Source: an optimization exercise on an open RTL-to-GDS flow (aim: small area and a short achievable clock period). Production flows keep margins and buffers that such runs may drop. At most, simulation tests tie the RTL to the original design; equivalence was not proved. No activity file was given, so power comes from the tool's default toggle rates.

== run A ==
## matrix_multi
module matrix_multi(input clk,
input wire rst,                  
input wire in_valid,             
input wire[127:0] buff_x,
output wire out_valid,           
output wire[95:0] buff_y);
localparam MR = 1;
localparam A1 = 0, B1 = 1, C1 = 1, D1 = 1;
localparam A2 = 1, B2 = 0, C2 = 1, D2 = 1;
localparam XR = 1;
localparam LAT = XR + MR + A1 + B1 + C1 + D1 + A2 + B2 + C2 + D2;
wire [127:0] xr;
pipe #(.W(128), .EN(XR)) px(clk, buff_x, xr);
wire [2:0] g00, g01, g02, g03, g10, g11, g13, g21, g22, g23;
wire [2:0] f00, f01, f02, f03, f10, f11, f13, f21, f22, f23;
fmflag #(32'h3f000000) fg00(buff_x[127:96], g00);
fmflag #(32'hbfc00000) fg01(buff_x[95:64],  g01);
fmflag #(32'hbf400000) fg02(buff_x[63:32],  g02);
fmflag #(32'hbf600000) fg03(buff_x[31:0],   g03);
fmflag #(32'h3f400000) fg10(buff_x[127:96], g10);
fmflag #(32'h3f000000) fg11(buff_x[95:64],  g11);
fmflag #(32'hbfa00000) fg13(buff_x[31:0],   g13);
fmflag #(32'hbe000000) fg21(buff_x[95:64],  g21);
fmflag #(32'h3fb00000) fg22(buff_x[63:32],  g22);
fmflag #(32'h3e800000) fg23(buff_x[31:0],   g23);
pipe #(.W(30), .EN(XR)) pf(clk,
  {g00, g01, g02, g03, g10, g11, g13, g21, g22, g23},
  {f00, f01, f02, f03, f10, f11, f13, f21, f22, f23});
  ...
Size in the first run: about 11000 cells after synthesis, about 1600 flip-flops, about 230 I/O pins.
export LEC_CHECK = 0
export ABC_AREA = 0
export CAP_MARGIN = 20
export CORE_MARGIN = 2
export CORE_UTILIZATION = 70
export CTS_CLUSTER_DIAMETER = 100
export CTS_CLUSTER_SIZE = 24
export SLEW_MARGIN = 20
create_clock -name core_clock -period 13.0 [get_ports {clk}]
standard.sh (not shown) runs the stock make flow with config.mk's settings and CLKGATE_MAP_FILE= SYNTH_SCRIPT=/design/flow/synth_recipe.tcl, a recipe that flattens the netlist after the stock synthesis.
==> flow/flow/run.sh <==
#!/bin/bash
# Own layout flow: the standard ORFS layout (standard.sh), with
#  - port buffers: buf_2 on inputs, buf_4 on outputs (a copy of the ORFS
#    scripts with that one change to global_place.tcl),
#  - timing repair aimed below the clock period.
set -euo pipefail
cp -r "$FLOW_HOME/scripts" scripts
sed -i 's/^\(\s*\)buffer_ports {\*}\[env_var_or_empty BUFFER_PORTS_ARGS\]/\1buffer_ports -inputs -buffer_cell sky130_fd_sc_hd__buf_2\n\1buffer_ports -outputs -buffer_cell sky130_fd_sc_hd__buf_4/' scripts/global_place.tcl
grep -n "buffer_ports" scripts/global_place.tcl > buffer_ports.log
export SCRIPTS_DIR="$PWD/scripts"
export SETUP_SLACK_MARGIN=9.2
bash standard.sh > standard.log 2>&1
Looking at the reports, run A completed the entire flow and the layout it produced met the timing, DRC and antenna checks.
The inputs of run B differ from those of run A as listed below.
- ABC_AREA now 1, was 0
--- a/flow/flow/run.sh
+++ b/flow/flow/run.sh
@@ -11 +11 @@
-export SETUP_SLACK_MARGIN=9.2
+export SETUP_SLACK_MARGIN=9.3
Results
- The non-clock buffer count of run B falls short of that of run A by 38%.
- Slowest cell on the critical path: sky130_fd_sc_hd__o22ai_1 -> run A, sky130_fd_sc_hd__dfxtp_2 -> run B
- Run A → run B: final design area excluding fillers shrank by 6700 µm²; vias after detailed routing grew by 6.7%.

* * *

## v28
Another version of the RTL of matrix_multi (not shown whole).
Size in the first run: roughly 13,000 cells after synthesis, about 1,600 flip-flops, ~230 I/O pins, about 94,000 µm² of cells after synthesis.
clock: 13.0 ns
lec_check: 0
abc_area: 1
cap_margin: 20
core_margin: 2
core_utilization: 70
cts_cluster_diameter: 70
cts_cluster_size: 28
slew_margin: 20
==> flow/flow/run.sh <==
#!/bin/bash
# Own layout flow: the standard ORFS layout (standard.sh), with port
# buffers of a stronger drive and timing repair aimed below the clock period.
set -euo pipefail
export BUFFER_PORTS_ARGS="-buffer_cell sky130_fd_sc_hd__buf_4"
export SETUP_SLACK_MARGIN=9.2
bash standard.sh > standard.log 2>&1
v28 | stages: all done | timing, DRC, antenna: all pass
[inputs] v16 vs v28
diff --git a/flow/config.mk b/flow/config.mk
--- a/flow/config.mk
+++ b/flow/config.mk
@@ -12,2 +12,2 @@
-export CTS_CLUSTER_DIAMETER = 70
-export CTS_CLUSTER_SIZE = 28
+export CTS_CLUSTER_DIAMETER = 60
+export CTS_CLUSTER_SIZE = 20
Notes after the runs:
v16 ended with every stage complete and zero timing, DRC or antenna violations.
v16 vs. v28: met2 usage went up by 0.28 points.
v16: final critical delay including setup and external delays lower than v28
Summary: routed via count, v16 worse than v28
For the depth of the most critical reg-to-reg path, v16 came in 5 higher than v28 did.
v16 vs v28, classification of the worst setup path: reg2out vs reg2reg
In the reports for v16 and v28, the smaller critical path depth belongs to v16.
The met3 track utilization from global routing on v28 is in line with that on v16.
v28 has a lower worst setup slack than v16.
No run of this note included a check of the RTL's function; only the layout flow was run.

* * *

matrix_multi, a different RTL version from the one above (not shown whole).
Size: about 13000 cells after synthesis, about 1600 flip-flops, about 96000 um2 of cells after synthesis.
clock: 13.0 ns
lec_check: 0
abc_area: 1
cap_margin: 20
core_margin: 2
core_utilization: 55
cts_cluster_diameter: 100
cts_cluster_size: 24
slew_margin: 20
Scripts as last shown in full above: flow/flow/run.sh
Rerun with:
CORE_UTILIZATION = 70   (was 55)
Outcome: Worst hold slack stays flat. Final area drops by 1.1%. Total power rises by 0.78%. Wire length fell by 1.9%. Die area shrinks by 21%. Clock skew shrinks by 10 ps. Non-clock buffer count went down by 3. Via count went up by 3.8%. First-iteration DRC count increases by 38%. Setup slack hardly moves. Fmax hardly moves.

* * *

matrix_multi, a different RTL version from the one above (not shown whole).
For scale: ~1600 flip-flops, roughly 230 I/O pins.
==> flow/design.v (excerpt) <==
module matrix_multi(input clk,
input wire rst,                  
input wire in_valid,             
input wire[127:0] buff_x,
output wire out_valid,           
output wire[95:0] buff_y);
export LEC_CHECK = 0
export ABC_AREA = 1
export CAP_MARGIN = 20
export CORE_MARGIN = 2
export CORE_UTILIZATION = 70
export CTS_BUF_LIST = sky130_fd_sc_hd__clkbuf_8 sky130_fd_sc_hd__clkbuf_16
export CTS_CLUSTER_DIAMETER = 100
export CTS_CLUSTER_SIZE = 24
export SLEW_MARGIN = 20
create_clock -name core_clock -period 13.0 [get_ports {clk}]
==> flow/flow/run.sh <==
#!/bin/bash
# Own layout flow: the standard ORFS layout (standard.sh), with
#  - port buffers: buf_2 on inputs, buf_4 on outputs (a copy of the ORFS
#    scripts with that one change to global_place.tcl),
#  - timing repair aimed below the clock period.
set -euo pipefail
cp -r "$FLOW_HOME/scripts" scripts
sed -i 's/^\(\s*\)buffer_ports {\*}\[env_var_or_empty BUFFER_PORTS_ARGS\]/\1buffer_ports -inputs -buffer_cell sky130_fd_sc_hd__buf_2\n\1buffer_ports -outputs -buffer_cell sky130_fd_sc_hd__buf_4/' scripts/global_place.tcl
grep -n "buffer_ports" scripts/global_place.tcl > buffer_ports.log
export SCRIPTS_DIR="$PWD/scripts"
export SETUP_SLACK_MARGIN=9.2
bash standard.sh > standard.log 2>&1
The first run passed the timing, DRC and antenna checks.
Then changed:
- CTS_BUF_LIST: sky130_fd_sc_hd__clkbuf_8 sky130_fd_sc_hd__clkbuf_16 -> not set
- CTS_CLUSTER_SIZE: 24 -> 16
=> Clock skew fell by 8.3 ps. Sequential power increases by about 0.5%. Clock power came out higher by 19%. Via count rises by 0.43%. Utilization came out higher by 0.68 points. Wire length increases by 1.4%. Die area does not change. Global-route usage came out higher by 0.61 points. Worst setup slack hardly moves. Design area rises by 0.91%. Power rose by 2.4%.
Then changed:
- CORE_UTILIZATION: 70 -> 78
- CTS_CLUSTER_SIZE: 16 -> 24
The changed run went through all stages and came out clean. Clock skew goes down by 3.5 ps. Synthesized area is unchanged. Global-route usage goes up by 3.6 points. Cell area goes down slightly. Routed wire length goes down by a few percent. Die area goes down by roughly a tenth.
Then changed:
- CORE_UTILIZATION: 78 -> 70
=> The new run ran to the end with no violations. First-iteration DRC count is higher by 0.57%. Via count decreases by 1.4%. Worst hold slack got worse by 11 ps. Power is about the same.
Then changed:
- GPL_TIMING_DRIVEN: not set -> 0
After rerunning: Utilization came out higher by 1.0 points; routed wire length came out higher by 7.8%; total power came out higher by about 3%.
Then changed:
--- a/flow/flow/run.sh
+++ b/flow/flow/run.sh
@@ -9,4 +9,4 @@
 grep -n "buffer_ports" scripts/global_place.tcl > buffer_ports.log
 export SCRIPTS_DIR="$PWD/scripts"
-export SETUP_SLACK_MARGIN=9.2
+export SETUP_SLACK_MARGIN=9.25
 bash standard.sh > standard.log 2>&1
- GPL_TIMING_DRIVEN: 0 -> not set
What happened:
- synthesized cell count stays the same
- routed wire length falls by 6.2%
- total power falls by 2.2%
- worst hold slack got worse by 8.4 ps
- register-to-register slack improved by 150 ps
- setup slack is about the same

* * *

Another version of the RTL of matrix_multi (not shown whole).
Size: roughly 1500 flip-flops, roughly 230 I/O pins, about 98000 um^2 of cells after synthesis.
Settings: LEC_CHECK=0, ABC_AREA=1, CAP_MARGIN=20, CORE_MARGIN=2, CORE_UTILIZATION=55, CTS_CLUSTER_DIAMETER=100, CTS_CLUSTER_SIZE=24, SLEW_MARGIN=20; clock period 13.0 ns.
==> flow/flow/run.sh <==
#!/bin/bash
# Own layout flow: the standard ORFS layout (standard.sh), with port
# buffers of a stronger drive and timing repair aimed below the clock period.
set -euo pipefail
export BUFFER_PORTS_ARGS="-buffer_cell sky130_fd_sc_hd__buf_4"
export SETUP_SLACK_MARGIN=9.2
bash standard.sh > standard.log 2>&1
The baseline completed with no timing, DRC or antenna violations.
Edit:
==> flow/flow/run.sh (replaced) <==
#!/bin/bash
# Own layout flow: the standard ORFS layout (standard.sh) with
#  - ABC mapping aimed at a 2.5 ns logic delay (flow/abc_area.script in a
#    copy of the ORFS scripts) instead of minimum delay everywhere,
#  - port buffers of a stronger drive,
#  - timing repair aimed below the clock period.
set -euo pipefail
cp -r "$FLOW_HOME/scripts" scripts
cp flow/abc_area.script scripts/abc_area.script
export SCRIPTS_DIR="$PWD/scripts"
export BUFFER_PORTS_ARGS="-buffer_cell sky130_fd_sc_hd__buf_4"
export SETUP_SLACK_MARGIN=9.2
bash standard.sh > standard.log 2>&1
==> flow/flow/abc_area.script (new file) <==
strash
dch
map -D 2500
topo
stime -c
buffer -c
upsize -D 2500
dnsize -D 2500
The changed run finished with timing, DRC and antenna clean.
Register-to-register slack got worse by 0.46 ns.
Hold slack got worse by 0.010 ns.
Sequential cell count is unchanged.
Function was not checked in any run of this note: the RTL went through the layout flow alone.

static timing again, ports no longer ideal:
No port has a modelled driver above. Below, the same layouts with a new extraction and two added sets of constraints. Step 1 (the two cells are an assumption about what drives the block):
set clk [get_ports {clk}]
set_driving_cell -lib_cell sky130_fd_sc_hd__clkbuf_16 $clk
set_driving_cell -lib_cell sky130_fd_sc_hd__buf_2 [delete_from_list [all_inputs] $clk]
Step 2 also shifts input and output timing later by t, the mid clock arrival at the registers, as if the neighbouring blocks saw the same clock. Slacks: no drivers / after step 1 / after step 2; pairs: no drivers / after step 1.
run | t (ns) | setup slack, ns | worst setup path at the end | worst slew at a driven data input, ns
run A | 0.835 | 8.177 / 8.177 / 8.177 | register to register | 0.05
run B | 0.808 | 9.200 / 9.117 / 8.828 | input to register | 0.04
v28 | 0.873 | 9.045 / 9.043 / 8.609 | input to register | 0.06
v16 | 0.879 | 9.149 / 9.058 / 8.464 | input to register | 0.06
the first run of note 3 | 0.830 | 9.206 / 9.122 / 8.787 | input to register | 0.05
the second run of note 3 | 0.801 | 9.207 / 9.128 / 8.903 | input to register | 0.06
the first run of note 4 | 0.811 | 9.165 / 9.082 / 8.650 | input to register | 0.05
the second run of note 4 | 0.850 | 9.162 / 9.074 / 8.640 | input to register | 0.05
the third run of note 4 | 0.796 | 9.166 / 9.072 / 8.813 | input to register | 0.06
the fourth run of note 4 | 0.809 | 9.164 / 9.080 / 8.655 | input to register | 0.05
the fifth run of note 4 | 0.826 | 9.161 / 9.072 / 8.644 | input to register | 0.06
the sixth run of note 4 | 0.816 | 9.163 / 9.079 / 8.625 | input to register | 0.05
the first run of note 5 | 0.849 | 9.165 / 9.069 / 9.283 | register to register | 0.13
the second run of note 5 | 0.813 | 8.815 / 8.815 / 8.815 | register to register | 0.07
After both steps every run listed still meets setup and hold. The setup slack of v16, which loses most, moves by -0.091 ns with the drivers and by -0.685 ns with both steps.
